This design comes from an exercise in tuning for small area on the open sky130 flow, not from production work. In this exercise RTL edits were held to simulation tests only and were not proved equivalent to the original. Power and IR drop assume default switching activity.

Design router_top, start of the top module:
module router_top(
    input clk,resetn,
    input read_en_0,read_en_1,read_en_2,
    input pkt_valid,
    input [7:0]data_in,
    output [7:0]data_out_0,data_out_1,data_out_2,
    output valid_out_0,valid_out_1,valid_out_2,
    output err,busy
    );
    wire wire_soft_reset_0, wire_soft_reset_1, wire_soft_reset_2;
    wire [2:0]wire_write_en;
    wire [7:0]wire_register_data_out;
    wire wire_lfd_state;
    wire wire_header_flag;
    wire wire_empty_0,wire_empty_1,wire_empty_2;
    wire wire_full_0,wire_full_1,wire_full_2;
    wire wire_fifo_full;
    wire wire_parity_done;
    wire wire_detect_add;
    wire wire_write_en_reg;
    wire wire_low_pkt_valid;
    wire wire_ld_state,wire_full_state,wire_laf_state;
    wire wire_rst_int_reg;
    fifo fifo_0 (
        .clk(clk),
        .resetn(resetn),
        .soft_reset(wire_soft_reset_0),
        .read_en(read_en_0),
        .write_en(wire_write_en[0]),
        .header_flag(wire_header_flag),
        .data_in(wire_register_data_out),
        .data_out(data_out_0),
        .empty(wire_empty_0),
  ...
export LEC_CHECK = 0
export CAP_MARGIN = 20
export CORE_MARGIN = 2
export CORE_UTILIZATION = 70
export PLACE_DENSITY = 0.8
export SLEW_MARGIN = 20
create_clock -name core_clock -period 5.0 [get_ports {clk}]
standard.sh (not shown) runs the stock make flow with config.mk's settings and CLKGATE_MAP_FILE= SYNTH_SCRIPT=/design/flow/synth_recipe.tcl, a recipe that flattens the netlist after the stock synthesis.
==> flow/flow/run.sh <==
#!/bin/bash
# The standard layout (standard.sh), with these changes:
#  - synthesis: the standard flow's script, but ABC maps with flow/abc_area.script
#    (six rounds of choice computation, area-recovering &nf mapping and mfs3) and without weak NOR3/NOR4 cells; everything before and after ABC, and so every
#    register, is as in the standard synthesis;
#  - clock tree: clkbuf_8 leaf buffers in clusters of up to 16 flip-flops,
#    without dummy loads;
#  - floorplan: ABC's buffers removed instead of a timing repair on the
#    unplaced, unbuffered netlist (REMOVE_ABC_BUFFERS);
#  - after global routing, gates off the critical paths are downsized
#    (RECOVER_POWER=100);
#  - port buffers: buf_1.
set -euo pipefail
HERE=$(pwd)
# weak NOR3/NOR4 cells, kept out of ABC's mapping only: as drivers of the
# read-select lines they make the placer add a buffer to each line
ABC_DONT_USE="sky130_fd_sc_hd__nor3_1 sky130_fd_sc_hd__nor3b_1 sky130_fd_sc_hd__nor4_1 sky130_fd_sc_hd__nor4b_1 sky130_fd_sc_hd__nor4bb_1"
sed "s#source \$::env(SCRIPTS_DIR)/synth_preamble.tcl#source \$::env(SCRIPTS_DIR)/synth_preamble.tcl\nset abc_args [lreplace \$abc_args 1 1 $HERE/flow/abc_area.script]\nforeach c {$ABC_DONT_USE} { lappend abc_args -dont_use \$c }#" \
  "$FLOW_HOME/scripts/synth.tcl" > synth_abc.tcl
sed "s#source \$::env(SCRIPTS_DIR)/synth.tcl#source $HERE/synth_abc.tcl#" synth_recipe.tcl > synth_recipe_abc.tcl
sed "s#SYNTH_SCRIPT=[^ ]*#SYNTH_SCRIPT=$HERE/synth_recipe_abc.tcl#" standard.sh > standard_abc.sh
export CTS_ARGS="-sink_clustering_enable -repair_clock_nets -dont_use_dummy_load -sink_clustering_size 16 -sink_clustering_max_diameter 60 -buf_list sky130_fd_sc_hd__clkbuf_8"
export REMOVE_ABC_BUFFERS=1
export RECOVER_POWER=100
export BUFFER_PORTS_ARGS="-buffer_cell sky130_fd_sc_hd__buf_1"
bash standard_abc.sh > standard.log 2>&1
==> flow/flow/abc_area.script <==
&get -n
&st
&dch
&nf -R 1000 -p -F 8 -A 4 -C 32
&put
mfs3 -ae
&get -n
&st
&dch
&nf -R 1000 -p -F 8 -A 4 -C 32
&put
mfs3 -ae
&get -n
&st
&dch
&nf -R 1000 -p -F 8 -A 4 -C 32
&put
mfs3 -ae
&get -n
&st
&dch
&nf -R 1000 -p -F 8 -A 4 -C 32
&put
mfs3 -ae
&get -n
&st
&dch
&nf -R 1000 -p -F 8 -A 4 -C 32
&put
mfs3 -ae
&get -n
&st
&dch
&nf -R 1000 -p -F 8 -A 4 -C 32
&put
mfs3 -ae
The baseline reached the layout checks and failed them: capacitance limit, slew limit.
Change:
--- a/flow/flow/run.sh
+++ b/flow/flow/run.sh
@@ -6 +6 @@
-#  - clock tree: clkbuf_8 leaf buffers in clusters of up to 16 flip-flops,
+#  - clock tree: clkbuf_4 leaf buffers in clusters of up to 10 flip-flops (clkbuf_8 root),
@@ -10,2 +10,2 @@
-#  - after global routing, gates off the critical paths are downsized
-#    (RECOVER_POWER=100);
+#  - before global placement, weak NOR2 drivers of eight or more pins are
+#    upsized (flow/pre_gp.tcl) rather than left for the placer to buffer;
@@ -22 +22 @@
-export CTS_ARGS="-sink_clustering_enable -repair_clock_nets -dont_use_dummy_load -sink_clustering_size 16 -sink_clustering_max_diameter 60 -buf_list sky130_fd_sc_hd__clkbuf_8"
+export CTS_ARGS="-sink_clustering_enable -repair_clock_nets -dont_use_dummy_load -sink_clustering_size 10 -sink_clustering_max_diameter 35 -buf_list \"sky130_fd_sc_hd__clkbuf_4 sky130_fd_sc_hd__clkbuf_8\" -root_buf sky130_fd_sc_hd__clkbuf_8 -sink_clustering_buffer sky130_fd_sc_hd__clkbuf_4"
@@ -24 +24 @@
-export RECOVER_POWER=100
+export PRE_GLOBAL_PLACE_TCL=$HERE/flow/pre_gp.tcl
==> flow/flow/pre_gp.tcl (new file) <==
# Before global placement: a weak NOR2 driving eight or more pins (the FIFO
# read-select lines) is replaced by its 2x version, so that the placer's
# repair does not put a buffer after it.
set n_up 0
foreach inst [[ord::get_db_block] getInsts] {
  set master [[$inst getMaster] getName]
  if { ![regexp {^sky130_fd_sc_hd__(nor2|nor2b)_1$} $master -> base] } {
    continue
  }
  foreach iterm [$inst getITerms] {
    if { [$iterm isOutputSignal] } {
      set net [$iterm getNet]
      if { $net != "NULL" && [llength [$net getITerms]] - 1 >= 8 } {
        replace_cell [$inst getName] sky130_fd_sc_hd__${base}_2
        incr n_up
      }
    }
  }
}
puts "pre_gp.tcl: upsized $n_up NOR2 drivers"
With this change the flow completed without violations.
Register-to-register slack improves by 0.34 ns.
Cell count is about the same.
Die area is unchanged.
Total power went up by 1.4%.
Change:
--- a/flow/flow/run.sh
+++ b/flow/flow/run.sh
@@ -6 +6 @@
-#  - clock tree: clkbuf_4 leaf buffers in clusters of up to 10 flip-flops (clkbuf_8 root),
+#  - clock tree: clkbuf_8 leaf buffers in clusters of up to 16 flip-flops,
@@ -10,2 +9,0 @@
-#  - before global placement, weak NOR2 drivers of eight or more pins are
-#    upsized (flow/pre_gp.tcl) rather than left for the placer to buffer;
@@ -22 +20 @@
-export CTS_ARGS="-sink_clustering_enable -repair_clock_nets -dont_use_dummy_load -sink_clustering_size 10 -sink_clustering_max_diameter 35 -buf_list \"sky130_fd_sc_hd__clkbuf_4 sky130_fd_sc_hd__clkbuf_8\" -root_buf sky130_fd_sc_hd__clkbuf_8 -sink_clustering_buffer sky130_fd_sc_hd__clkbuf_4"
+export CTS_ARGS="-sink_clustering_enable -repair_clock_nets -dont_use_dummy_load -sink_clustering_size 16 -sink_clustering_max_diameter 60 -buf_list sky130_fd_sc_hd__clkbuf_8"
@@ -24 +21,0 @@
-export PRE_GLOBAL_PLACE_TCL=$HERE/flow/pre_gp.tcl
--- a/flow/config.mk
+++ b/flow/config.mk
@@ -11 +11 @@
-export PLACE_DENSITY = 0.8
+export PLACE_DENSITY = 0.9
removed: flow/flow/pre_gp.tcl
After rerunning:
- The new run finished clean
- worst setup slack is better by 0.065 ns
- synthesized cell count does not change
- first-iteration DRC count climbs by 7.3%
- hold slack is better by 0.014 ns
- global-route usage climbs by 1.1 points
Change:
--- a/flow/config.mk
+++ b/flow/config.mk
@@ -11 +11 @@
-export PLACE_DENSITY = 0.9
+export PLACE_DENSITY = 0.8
Effect: Count of clock-buffer cells in the layout rises by 1; clock skew falls by 0.0097 ns; cell area is about the same.
Change:
--- a/flow/config.mk
+++ b/flow/config.mk
@@ -10,2 +10,2 @@
-export CORE_UTILIZATION = 70
-export PLACE_DENSITY = 0.8
+export CORE_UTILIZATION = 78
+export PLACE_DENSITY = 0.86
The new run completed with no timing, DRC or antenna violations.
Design area is about the same.
Maximum frequency shrinks by 7.4%.
Core utilization grows by 8.6 points.
Global-route usage grows by 5.5 points.
Final cell count shrinks by 0.69%.
Clock skew grows by 0.0069 ns.
Change:
--- a/flow/flow/run.sh
+++ b/flow/flow/run.sh
@@ -9,0 +10,2 @@
+#  - before global placement, weak NOR2 drivers of eight or more pins are
+#    upsized (flow/pre_gp.tcl) rather than left for the placer to buffer;
@@ -21,0 +24 @@
+export PRE_GLOBAL_PLACE_TCL=$HERE/flow/pre_gp.tcl
==> flow/flow/pre_gp.tcl (new file) <==
# Before global placement: a weak NOR2 driving eight or more pins (the FIFO
# read-select lines) is replaced by its 2x version, so that the placer's
# repair does not put a buffer after it.
set n_up 0
foreach inst [[ord::get_db_block] getInsts] {
  set master [[$inst getMaster] getName]
  if { ![regexp {^sky130_fd_sc_hd__(nor2|nor2b)_1$} $master -> base] } {
    continue
  }
  foreach iterm [$inst getITerms] {
    if { [$iterm isOutputSignal] } {
      set net [$iterm getNet]
      if { $net != "NULL" && [llength [$net getITerms]] - 1 >= 8 } {
        replace_cell [$inst getName] sky130_fd_sc_hd__${base}_2
        incr n_up
      }
    }
  }
}
puts "pre_gp.tcl: upsized $n_up NOR2 drivers"
--- a/flow/config.mk
+++ b/flow/config.mk
@@ -10,2 +10,2 @@
-export CORE_UTILIZATION = 78
-export PLACE_DENSITY = 0.86
+export CORE_UTILIZATION = 70
+export PLACE_DENSITY = 0.8
After rerunning: The new run finished clean. Flip-flop and latch count does not change. Synthesized area stays the same. Synthesized cell count is unchanged. Sequential power stays flat. Die area rises by roughly a tenth. Routed wire length falls by a few percent.

-- re-timing with driven ports --
The flow's constraints put no driver on any port. The routed layouts listed below were extracted and timed again, unchanged, in two steps. Step 1 assumes that a clkbuf_16 drives the clock port and a buf_2 every other input. Step 2 times the ports against the registers' clock, not the clock port: input delays grow and output delays shrink by t, the midpoint of the rising clock arrivals with the driver on. Slacks: no drivers / after step 1 / after step 2; pairs: no drivers / after step 1.
run	shift t [ns]	slack for setup (ns)	worst setup path at the end
the first run	0.602	1.158 / 1.158 / 1.108	input to register
the second run	0.617	1.493 / 1.493 / 1.491	input to register
the third run	0.617	1.558 / 1.558 / 1.558	register to register
the fourth run	0.602	1.692 / 1.692 / 1.692	register to register
the fifth run	0.603	1.427 / 1.427 / 1.427	register to register
the sixth run	0.610	1.471 / 1.471 / 1.471	register to register
The setup slack of the first run, which loses most, moves by 0.000 ns with the drivers and by -0.050 ns with both steps.
